This is an optimization exercise on Yosys and OpenROAD, whose aim is small area, a short achievable clock period and few clock cycles, not a production implementation. Function was checked by simulation only, so behaviour that the tests miss may differ from the original.

==> flow/design.v (outline; a module is shown in full before it is edited, if it fits) <==
// module sqrt: 119 lines
// module mul32x25: 1493 lines
module sqrt
  #( parameter I_WIDTH = 16,
               F_WIDTH = 16)
  (input [I_WIDTH+F_WIDTH-1:0] N_in,
   output [I_WIDTH+F_WIDTH-1:0] out,
   input clk, rst, in_valid,
   output reg out_valid, ready
  );
  // ...
==> flow/run.sh <==
#!/bin/bash
# synth_recipe.tcl (not shown) runs the flow's synth.tcl, then flattens the netlist and writes it again
# the make line also repeats each setting of config.mk as NAME=value (left out here)
make -C /OpenROAD-flow-scripts/flow DESIGN_CONFIG=/design/flow/config.mk WORK_HOME=/design/flow/orfs CLKGATE_MAP_FILE= SYNTH_SCRIPT=/design/flow/synth_recipe.tcl finish
==> flow/config.mk <==
export PLATFORM = sky130hd
export DESIGN_NAME = sqrt
export DESIGN_NICKNAME = sqrt
export VERILOG_FILES = /design/flow/design.v
export SDC_FILE = /design/flow/constraint.sdc
export NUM_CORES = 4
export LEC_CHECK = 0
export CAP_MARGIN = 50
export CORE_MARGIN = 2
export CORE_UTILIZATION = 50
export CTS_CLUSTER_DIAMETER = 100
export CTS_CLUSTER_SIZE = 30
export PLACE_DENSITY = 0.72
export SLEW_MARGIN = 60
==> flow/constraint.sdc <==
create_clock -name core_clock -period 30.0 [get_ports {clk}]
set_input_delay 6.0000 -clock core_clock [delete_from_list [all_inputs] [get_ports {clk}]]
set_output_delay 6.0000 -clock core_clock [all_outputs]
set_load 0.01 [all_outputs]
==> results.sh, run 1 <==
export IMPL_post_cts_setup_buffer_count=0
export IMPL_max_freq_mhz=121
export IMPL_die_w_microns=253
export IMPL_grt_pass1_vias=28100
export IMPL_whs_endpoint="out_valid"
export IMPL_whs_path_depth=1
export IMPL_r2r_end="mb_neg[11]"
export IMPL_n_all_buffers=168
export IMPL_post_synth_top_count_cell="inv_1"
export IMPL_status="no timing/DRC/antenna violations"
export IMPL_r2r_start="mb_neg[5]"
export IMPL_crit_start="ma[13]"
export IMPL_seq_cells=153
export IMPL_cp_required_ps=24000
export IMPL_slowest_stage="dfxtp_1"
export IMPL_top_layer="met5"
export IMPL_insertedDiodeCount=0
export IMPL_seq_area_sq_mm=0.00384
export IMPL_gp_congestion=1.03
export IMPL_largest_cell_class="multi-input combinational cells"
export IMPL_core_sq_mm=0.0614
export IMPL_grt_overflow_total=0
export IMPL_htreeDepth=4
export IMPL_ios=69
export IMPL_critical_path_class="reg -> out"
export IMPL_synth_avg_cell_area_sq_um=8.72
export IMPL_synth_cell_types=106
export IMPL_synth_simple_area_share_pct=9.95
export IMPL_final_cell_area_sq_mm=0.0327
export IMPL_critical_path_top_delay_family="buffers and inverters"
export IMPL_fin_skew_ps=12.8
export IMPL_synth_seq_area_share_pct=12.4
export IMPL_synth_compound_area_share_pct=27.6
export IMPL_cts_buffer_depth=2
export IMPL_synth_seq_cells=153
export IMPL_cp_num_buf_inv=2
export IMPL_mostFrequentLayoutCells="inv_1, fa_1, xor2_1"
export IMPL_multi_input_area_share_pct=73.4
export IMPL_synthMuxAreaShare_pct=1.01
export IMPL_grt_use_met1_pct=45.9
Testbench counts, summed over its fixed seeds: cycles 34,118.
==> module sqrt, before the edit <==
module sqrt
  #( parameter I_WIDTH = 16,
               F_WIDTH = 16)
  (input [I_WIDTH+F_WIDTH-1:0] N_in,
   output [I_WIDTH+F_WIDTH-1:0] out,
   input clk, rst, in_valid,
   output reg out_valid, ready
  );
  reg st_i, st_m, st_t, st_s, st_f;
  reg [31:0] N;
  reg        nsmall;            
  reg [24:0] X;
  reg [17:0] R_old;
  reg [31:0] ma;
  reg [12:0] mb_one, mb_two;    
  reg [11:0] mb_neg;
  reg [3:0] j;
  always @ (*) begin
    if      (N > 32'h4000_0000) j = 4'd15;
    else if (N > 32'h1000_0000) j = 4'd14;
    else if (N > 32'h0400_0000) j = 4'd13;
    else if (N > 32'h0100_0000) j = 4'd12;
    else if (N > 32'h0040_0000) j = 4'd11;
    else if (N > 32'h0010_0000) j = 4'd10;
    else if (N > 32'h0004_0000) j = 4'd9;
    else if (N > 32'h0001_0000) j = 4'd8;
    else if (N > 32'h0000_4000) j = 4'd7;
    else if (N > 32'h0000_1000) j = 4'd6;
    else if (N > 32'h0000_0400) j = 4'd5;
    else if (N > 32'h0000_0100) j = 4'd4;
    else if (N > 32'h0000_0040) j = 4'd3;
    else if (N > 32'h0000_0010) j = 4'd2;
    else if (N > 32'h0000_0004) j = 4'd1;
    else                        j = 4'd0;
  end
  wire [45:0] n_sh  = {N, 14'd0} >> {j, 1'b0};
  wire [17:0] R0    = 18'h3_0000 - n_sh[17:0];
  wire [23:0] x1_sh = {R0, 6'd0} >> j;
  wire [24:0] x0    = 25'h080_0000 >> j;
  wire [17:0] R      = ma[17:0];
  wire        cont   = (R <= R_old);
  assign out = ma;
  wire [47:0] prod;
  wire        same;
  mul32x25 mul (.a(ma), .one(mb_one), .two(mb_two), .neg(mb_neg), .m(st_m), .k({7'd0, X}),
                .p(prod), .eq(same));
  function [37:0] booth;
    input [24:0] v;
    input        n;
    reg [26:0] w;
    integer k;
    begin
      w = {1'b0, v, 1'b0};
      for (k = 0; k < 13; k = k + 1) begin
        booth[k]      = w[2*k+1] ^ w[2*k];
        booth[13 + k] = (w[2*k+2] & ~w[2*k+1] & ~w[2*k]) | (~w[2*k+2] & w[2*k+1] & w[2*k]);
        if (k < 12)
          booth[26 + k] = n ? (~w[2*k+2] & (w[2*k+1] | w[2*k])) : (w[2*k+2] & ~(w[2*k+1] & w[2*k]));
      end
    end
  endfunction
  wire fin = ~(st_i | st_m | st_t | st_s);    
  wire acc = fin & in_valid;
  wire a_prod  = (st_s & nsmall) | st_f;
  wire a_t     = st_t & cont;           
  wire a_nprod = st_m;
  wire nzero   = (N == 32'd0);
  wire a_n     = (st_t & ~cont) | (st_s & ~nsmall) | (st_i & nzero);
  wire b_prod  = (st_t & cont) | (st_s & ~nsmall);
  wire b_h     = st_m;
  wire b_x     = st_t & ~cont;
  wire b_n     = st_s & nsmall;
  wire [31:0] ma_early = ({32{a_n}} & N) | ({32{st_i & ~nzero}} & {8'd0, x1_sh});
  wire [31:0] ma_t     = same ? N : prod[47:16];
  wire [31:0] ma_next  = ({32{a_t}} & ma_t) | ({32{a_prod}} & prod[47:16])
                       | ({32{a_nprod}} & {14'd0, prod[33:16]}) | ma_early;
  wire [24:0] mb_early = ({25{b_h}} & {1'b0, X[24:1]}) | ({25{b_x}} & X) | ({25{b_n}} & N[24:0])
                       | ({25{st_i}} & {1'b0, x1_sh});
  wire        b_neg    = st_s;              
  wire [37:0] bd_early = booth(mb_early, b_neg);
  wire [37:0] bd_prod  = booth(prod[40:16], b_neg);
  wire [37:0] bd_next  = ({38{b_prod}} & bd_prod) | bd_early;
  always @ (posedge clk) begin
    ma     <= ma_next;
    mb_one <= bd_next[12:0];
    mb_two <= bd_next[25:13];
    mb_neg <= bd_next[37:26];
    if (st_t && cont) R_old <= R;
    if (st_s) X <= ma[24:0];
    if (st_i) begin
      X     <= x0;
      R_old <= R0;
    end
    if (fin) begin
      N      <= N_in;
      nsmall <= (N_in[31:23] == 9'd0);
    end
  end
  reg ni, nm, nt, ns, nf;
  always @ (*) begin
    ni = 1'b0; nm = 1'b0; nt = 1'b0; ns = 1'b0; nf = 1'b0;
    if (st_i) begin if (nzero) nf = 1'b1; else ns = 1'b1; end
    if (st_m) nt = 1'b1;
    if (st_t) begin if (cont && !same) ns = 1'b1; else nf = 1'b1; end
    if (st_s) nm = 1'b1;
    if (acc) ni = 1'b1;
  end
  always @ (posedge clk) begin
    if (rst) begin
      st_i <= 1'b0; st_m <= 1'b0; st_t <= 1'b0; st_s <= 1'b0; st_f <= 1'b0;
      ready     <= 1'b1;
      out_valid <= 1'b0;
    end else begin
      st_i <= ni; st_m <= nm; st_t <= nt; st_s <= ns; st_f <= nf;
      ready <= ~(ni | nm | nt | ns);
      out_valid <= st_f;
    end
  end
endmodule
==> run 2: changes to the inputs <==
--- a/flow/design.v
+++ b/flow/design.v
@@ -32,23 +32,21 @@
     else if (N > 32'h0000_0010) j = 4'd2;
     else if (N > 32'h0000_0004) j = 4'd1;
     else                        j = 4'd0;
   end
   wire [45:0] n_sh  = {N, 14'd0} >> {j, 1'b0};
   wire [17:0] R0    = 18'h3_0000 - n_sh[17:0];
   wire [23:0] x1_sh = {R0, 6'd0} >> j;
   wire [24:0] x0    = 25'h080_0000 >> j;
-  wire [17:0] R      = ma[17:0];
-  wire        cont   = (R <= R_old);
   assign out = ma;
   wire [47:0] prod;
-  wire        same;
+  wire        same, cont;
   mul32x25 mul (.a(ma), .one(mb_one), .two(mb_two), .neg(mb_neg), .m(st_m), .k({7'd0, X}),
-                .p(prod), .eq(same));
+                .r(R_old), .p(prod), .eq(same), .le(cont));
   function [37:0] booth;
     input [24:0] v;
     input        n;
     reg [26:0] w;
     integer k;
     begin
       w = {1'b0, v, 1'b0};
       for (k = 0; k < 13; k = k + 1) begin
@@ -57,72 +55,71 @@
         if (k < 12)
           booth[26 + k] = n ? (~w[2*k+2] & (w[2*k+1] | w[2*k])) : (w[2*k+2] & ~(w[2*k+1] & w[2*k]));
       end
     end
   endfunction
   wire fin = ~(st_i | st_m | st_t | st_s);    
   wire acc = fin & in_valid;
   wire a_prod  = (st_s & nsmall) | st_f;
-  wire a_t     = st_t & cont;           
-  wire a_nprod = st_m;
   wire nzero   = (N == 32'd0);
-  wire a_n     = (st_t & ~cont) | (st_s & ~nsmall) | (st_i & nzero);
-  wire b_prod  = (st_t & cont) | (st_s & ~nsmall);
-  wire b_h     = st_m;
-  wire b_x     = st_t & ~cont;
+  wire a_n     = (st_s & ~nsmall) | (st_i & nzero);
+  wire b_prod  = st_t | (st_s & ~nsmall);
   wire b_n     = st_s & nsmall;
   wire [31:0] ma_early = ({32{a_n}} & N) | ({32{st_i & ~nzero}} & {8'd0, x1_sh});
   wire [31:0] ma_t     = same ? N : prod[47:16];
-  wire [31:0] ma_next  = ({32{a_t}} & ma_t) | ({32{a_prod}} & prod[47:16])
-                       | ({32{a_nprod}} & {14'd0, prod[33:16]}) | ma_early;
-  wire [24:0] mb_early = ({25{b_h}} & {1'b0, X[24:1]}) | ({25{b_x}} & X) | ({25{b_n}} & N[24:0])
-                       | ({25{st_i}} & {1'b0, x1_sh});
+  wire [31:0] ma_m     = cont ? {14'd0, prod[33:16]} : N;
+  wire [31:0] ma_next  = ({32{st_t}} & ma_t) | ({32{st_m}} & ma_m) | ({32{a_prod}} & prod[47:16])
+                       | ma_early;
+  wire [24:0] mb_early = ({25{b_n}} & N[24:0]) | ({25{st_i}} & {1'b0, x1_sh});
   wire        b_neg    = st_s;              
   wire [37:0] bd_early = booth(mb_early, b_neg);
   wire [37:0] bd_prod  = booth(prod[40:16], b_neg);
-  wire [37:0] bd_next  = ({38{b_prod}} & bd_prod) | bd_early;
+  wire [37:0] bd_h     = booth({1'b0, X[24:1]}, 1'b0);
+  wire [37:0] bd_x     = booth(X, 1'b0);
+  wire [37:0] bd_next  = ({38{b_prod}} & bd_prod) | bd_early
+                       | ({38{st_m & cont}} & bd_h) | ({38{st_m & ~cont}} & bd_x);
   always @ (posedge clk) begin
     ma     <= ma_next;
     mb_one <= bd_next[12:0];
     mb_two <= bd_next[25:13];
     mb_neg <= bd_next[37:26];
-    if (st_t && cont) R_old <= R;
+    if (st_m && cont) R_old <= prod[33:16];
     if (st_s) X <= ma[24:0];
     if (st_i) begin
       X     <= x0;
       R_old <= R0;
     end
     if (fin) begin
       N      <= N_in;
       nsmall <= (N_in[31:23] == 9'd0);
     end
   end
   reg ni, nm, nt, ns, nf;
   always @ (*) begin
     ni = 1'b0; nm = 1'b0; nt = 1'b0; ns = 1'b0; nf = 1'b0;
     if (st_i) begin if (nzero) nf = 1'b1; else ns = 1'b1; end
-    if (st_m) nt = 1'b1;
-    if (st_t) begin if (cont && !same) ns = 1'b1; else nf = 1'b1; end
+    if (st_m) begin if (cont) nt = 1'b1; else nf = 1'b1; end
+    if (st_t) begin if (same) nf = 1'b1; else ns = 1'b1; end
     if (st_s) nm = 1'b1;
     if (acc) ni = 1'b1;
   end
   always @ (posedge clk) begin
     if (rst) begin
       st_i <= 1'b0; st_m <= 1'b0; st_t <= 1'b0; st_s <= 1'b0; st_f <= 1'b0;
       ready     <= 1'b1;
       out_valid <= 1'b0;
     end else begin
       st_i <= ni; st_m <= nm; st_t <= nt; st_s <= ns; st_f <= nf;
       ready <= ~(ni | nm | nt | ns);
       out_valid <= st_f;
     end
   end
 endmodule
-module mul32x25(input [31:0] a, input [12:0] one, input [12:0] two, input [11:0] neg, input m, input [31:0] k, output [47:0] p, output eq);
+module mul32x25(input [31:0] a, input [12:0] one, input [12:0] two, input [11:0] neg, input m, input [31:0] k, input [17:0] r, output [47:0] p, output eq, output le);
   wire one0 = one[0];
   wire two0 = two[0];
   wire neg0 = neg[0];
   wire [32:0] xa0 = {1'b0, a} ^ {33{neg0}};
   wire p1 = (one0 & xa0[0]) | (two0 & neg0);
   wire p2 = (one0 & xa0[1]) | (two0 & xa0[0]);
   wire p3 = (one0 & xa0[2]) | (two0 & xa0[1]);
   wire p4 = (one0 & xa0[3]) | (two0 & xa0[2]);
@@ -1604,9 +1601,50 @@
   wire cp127 = cp95 & cp112;
   wire cg128 = cg96 | (cp96 & cg112);
   wire cp128 = cp96 & cp112;
   wire [47:0] cy = {cg128, cg127, cg126, cg125, cg124, cg123, cg122, cg121, cg120, cg119, cg118, cg117, cg116, cg115, cg114, cg113, cg112, cg111, cg110, cg109, cg108, cg107, cg106, cg105, cg104, cg103, cg102, cg101, cg100, cg99, cg98, cg97, cg80, cg79, cg78, cg77, cg76, cg75, cg74, cg73, cg52, cg51, cg50, cg49, cg26, cg25, cg1, kg0[0]};
   assign p = kp0 ^ {cy[46:0], 1'b0};
   wire [31:0] ez = kp0[47:16] ^ k;
   wire [30:0] et = kg0[46:16] | (kp0[46:16] & ~k[30:0]);
   assign eq = (ez[0] == cy[15]) & (ez[31:1] == et);
+  wire [17:0] lx = r ^ ~ra[33:16] ^ ~rb[33:16];
+  wire [17:0] ly = (r & ~ra[33:16]) | (r & ~rb[33:16]) | (~ra[33:16] & ~rb[33:16]);
+  wire [17:0] lb = {ly[16:0], 1'b1};
+  wire [17:0] lg = lx & lb;
+  wire [17:0] lp = lx ^ lb;
+  wire tg1 = lg[17] | (lp[17] & lg[16]);
+  wire tp1 = lp[17] & lp[16];
+  wire tg2 = tg1 | (tp1 & lg[15]);
+  wire tp2 = tp1 & lp[15];
+  wire tg3 = lg[14] | (lp[14] & lg[13]);
+  wire tp3 = lp[14] & lp[13];
+  wire tg4 = tg2 | (tp2 & tg3);
+  wire tp4 = tp2 & tp3;
+  wire tg5 = lg[12] | (lp[12] & lg[11]);
+  wire tp5 = lp[12] & lp[11];
+  wire tg6 = lg[10] | (lp[10] & lg[9]);
+  wire tp6 = lp[10] & lp[9];
+  wire tg7 = tg5 | (tp5 & tg6);
+  wire tp7 = tp5 & tp6;
+  wire tg8 = tg4 | (tp4 & tg7);
+  wire tp8 = tp4 & tp7;
+  wire tg9 = lg[8] | (lp[8] & lg[7]);
+  wire tp9 = lp[8] & lp[7];
+  wire tg10 = tg9 | (tp9 & lg[6]);
+  wire tp10 = tp9 & lp[6];
+  wire tg11 = lg[5] | (lp[5] & lg[4]);
+  wire tp11 = lp[5] & lp[4];
+  wire tg12 = tg10 | (tp10 & tg11);
+  wire tp12 = tp10 & tp11;
+  wire tg13 = lg[3] | (lp[3] & lg[2]);
+  wire tp13 = lp[3] & lp[2];
+  wire tg14 = lg[1] | (lp[1] & lg[0]);
+  wire tp14 = lp[1] & lp[0];
+  wire tg15 = tg13 | (tp13 & tg14);
+  wire tp15 = tp13 & tp14;
+  wire tg16 = tg12 | (tp12 & tg15);
+  wire tp16 = tp12 & tp15;
+  wire tg17 = tg8 | (tp8 & tg16);
+  wire tp17 = tp8 & tp16;
+  wire c18 = tg17 | (tp17 & ~cy[15]);
+  assign le = (ly[17] & c18) | (cy[33] & (ly[17] ^ c18));
 endmodule
==> flow/config.mk (replaced) <==
export PLATFORM = sky130hd
export DESIGN_NAME = sqrt
export DESIGN_NICKNAME = sqrt
export VERILOG_FILES = /design/flow/design.v
export SDC_FILE = /design/flow/constraint.sdc
export NUM_CORES = 4
export LEC_CHECK = 0
export CAP_MARGIN = 50
export CORE_MARGIN = 2
export CORE_UTILIZATION = 40
export CTS_CLUSTER_DIAMETER = 60
export CTS_CLUSTER_SIZE = 20
export PLACE_DENSITY = 0.6
export SLEW_MARGIN = 60
==> run 2 against run 1 <==
Against the previous run:
- first-iteration DRC count is 19% lower
- sequential share of layout area shrank 0.96 points
- clock-buffer cell count fell by 2
==> results.sh, run 2 <==
export IMPL_htreeDepth=4
export IMPL_post_cts_setup_buffer_count=0
export IMPL_syn_cell_area_sq_mm=0.0331
export IMPL_cap_violations=0
export IMPL_placed_area_sq_mm=0.0350
export IMPL_cts_buffers_inserted=17
export IMPL_cts_clk_slew_worst_paths_ps=80
export IMPL_drt_iter0_drc=3516
export IMPL_hold_viol=0
export IMPL_start_util_pct=40.4
export IMPL_synthFlopType="dfxtp_1"
export IMPL_yosysWarnings=1
export IMPL_grt_pass1_vias=29500
export IMPL_r2r_end="ma[2]"
export IMPL_antenna_found_initial=3
export IMPL_area_delta_synth_final_pct=7.78
export IMPL_cts_sinks=153
export IMPL_synth_area_leaders="fa_1, ha_1, edfxtp_1, xor2_1, inv_1"
export IMPL_slowest_stage="fa_1"
export IMPL_cp_arrival_ps=9460
export IMPL_whs_endpoint="out_valid"
export IMPL_clockRootBuffer="clkbuf_16"
export IMPL_core_sq_mm=0.0821
export IMPL_dpl_hpwl_mm=97.2
export IMPL_layout_commonest_cell="inv_1"
export IMPL_synth_top_area_share_pct=23.2
export IMPL_drive_gt1_share_pct=8.87
export IMPL_post_synth_top_count_cell="inv_1"
export IMPL_die_w_microns=292
export IMPL_rows=105
export IMPL_hp_start="st_f"
export IMPL_totalNegativeSetupSlack_ps=0
export IMPL_cts_buffer_depth=2
export IMPL_max_freq_mhz=110
export IMPL_die_h_microns=292
export IMPL_grt_overflow_total=0
export IMPL_fin_skew_ps=15.9
export IMPL_drc=0
export IMPL_setup_viol=0
export IMPL_slew_headroom_pct=57.9
export IMPL_status="no timing/DRC/antenna violations"
export IMPL_worst_setup_path_start_kind="register"
export IMPL_ios=69
export IMPL_drt_first_pass_iters=7
export IMPL_critical_path_class="reg -> reg"
export IMPL_critical_path_max_fanout=53
export IMPL_worst_setup_path_end_kind="register"
export IMPL_wl_per_cell_microns=27.6
export IMPL_mostFrequentLayoutCells="inv_1, fa_1, xor2_1"
export IMPL_ys_top_cells_by_count="inv_1, fa_1, clkbuf_1"
export IMPL_cpPeakStageDelay_ps=610
export IMPL_period_share_pct=30.3
export IMPL_slew_viol_final=0
export IMPL_synth_avg_cell_area_sq_um=8.63
export IMPL_vias=30900
export IMPL_rsz0062_at_grt="false"
export IMPL_r2r_start="mb_two[4]"
export IMPL_insertedDiodeCount=0
export IMPL_synth_top_area_cell="fa_1"
export IMPL_synth_edf_count=76
export IMPL_worst_slew_pin_transition_ps=627
export IMPL_die_area_sq_mm=0.0852
export IMPL_routed_wl_mm=131
export IMPL_cts_resized_gates=0
export IMPL_synth_seq_area_share_pct=11.5
export IMPL_grt_max_degree=69
export IMPL_reg2reg_depth=34
export IMPL_whs_path_depth=1
export IMPL_hold_buffers=0
export IMPL_worstSkewPairLatency_ps=480
export IMPL_final_cell_area_sq_mm=0.0357
export IMPL_fin_crit_ps=9090
export IMPL_track_usage_pct=30.4
export IMPL_gp_congestion=0.957
export IMPL_numPortBuffers=68
export IMPL_largest_registers="N (32), ma (32), X (25)"
export IMPL_grt_pass1_wl_mm=196
export IMPL_synth_cell_types=106
export IMPL_layout_nets=4314
export IMPL_crit_top_cell="fa_1"
export IMPL_worstHoldPathType="reg -> reg"
export IMPL_ant_nets=0
export IMPL_routed_via_density=6.51
export IMPL_rrSetupSlack_ps=20910
export IMPL_cts_tree="built"
export IMPL_syn_inst=3840
export IMPL_cp_required_ps=30370
export IMPL_synth_seq_cells=153
export IMPL_syn_nets=4480
export IMPL_postSynth_asyncResetShare_pct=0
[run 2: cell types whose count changed in the layout (fill, tap and decap cells not counted), moves of 33 or more]
cell,before,now
o211ai_1,13,46
o22ai_1,24,82
nor2_1,99,170
mux2i_1,17,50
buf_4,82,115
ha_1,153,221
[run 2: final cells by class]
type / instances / area, sq um
Multi-Input combinational cell: 2812 / 26300
Tap cell: 1070 / 1340
Clock buffer: 17 / 425
Inverter: 489 / 1840
Timing Repair Buffer: 201 / 1740
Fill cell: 8077 / 46400
Sequential cell: 153 / 3850
Clock inverter: 15 / 190
[run 2: kinds of logic after synthesis]
family                   count (synthesis)  synth area share, %
buffers and inverters                  875                 10.1
multiplexers                            63                 2.02
flip-flops                             153                 11.5
adder cells (fa/ha/maj)                605                 31.5
AND/OR/NAND/NOR                        702                 10.4
XOR/XNOR                               290                 7.66
AO/OA/AOI/OAI                         1152                 26.8
[run 2: critical path: cells and delay by family, from the launching register on]
kind / cells / cell delay, ps
adder cells (fa/ha/maj): 7 / 2980
flip-flops: 1 / 320
AO/OA/AOI/OAI: 13 / 2860
AND/OR/NAND/NOR: 9 / 1090
buffers and inverters: 5 / 1630
[run 2: how the worst max path moves through the flow]
stage                    from         to  slack (ps)  depth (start not counted)
global route           ma[13]      ma[0]       20480                         35
global placement    mb_two[4]  R_old[16]       20380                         32
floorplan              ma[13]   R_old[0]       22120                         33
detailed placement  mb_two[5]      ma[2]       21000                         34
CTS                 mb_two[5]      ma[2]       20980                         34
finish              mb_two[4]      ma[2]       20910                         34
[run 2: routing by layer]
metal | GRT usage (%) | part of all wire, % | vias up
met5 | 0 | 0.0084 | -
met4 | 11.7 | 4.3 | 2
met3 | 6.85 | 11 | 369
met2 | 46.6 | 44 | 1937
met1 | 41.6 | 40 | 15200
li1 | - | - | 13400
[run 2: through the flow]
stage / setup slack (ps) / std cells / hold WS, ps / utilization [%]
after floorplan: 22120 / 3840 / 431 / -
after global placement: 20380 / 4698 / 463 / 42.0
after detailed placement: 21000 / 4719 / 471 / 42.6
after CTS: 20980 / 4751 / 491 / 43.3
after global routing: 20480 / 4757 / 514 / 43.5
final: 20910 / 4757 / 493 / 43.5
Testbench counts of run 2, summed over its fixed seeds: cycles 33,216.

## what the ideal ports hide
In the flow no input, the clock included, has a driving cell. The finished layouts below were timed again as built, in two steps. Step 1 (the two cells are an assumption about what drives the block):
set clk [get_ports {clk}]
set_driving_cell -lib_cell sky130_fd_sc_hd__clkbuf_16 $clk
set_driving_cell -lib_cell sky130_fd_sc_hd__buf_2 [delete_from_list [all_inputs] $clk]
Step 2 adds t to the input delays and takes it off the output delays; t is the mean of the earliest and latest rising clock arrival at the registers after step 1. Input paths then give back, and output paths get back, about the clock's delay inside the block. Three values: ideal ports, drivers, drivers and shift; two values: the first two.
run | shift t [ns] | setup WS [ns] | latest minus earliest clock arrival (ns) | worst register clock-pin slew, ns
run 1 | 0.496 | 21.749 / 21.695 / 21.821 | 0.013 / 0.013 | 0.08 / 0.08
run 2 | 0.535 | 20.906 / 20.906 / 20.906 | 0.016 / 0.016 | 0.08 / 0.08
After both steps setup and hold are still met in every run listed.
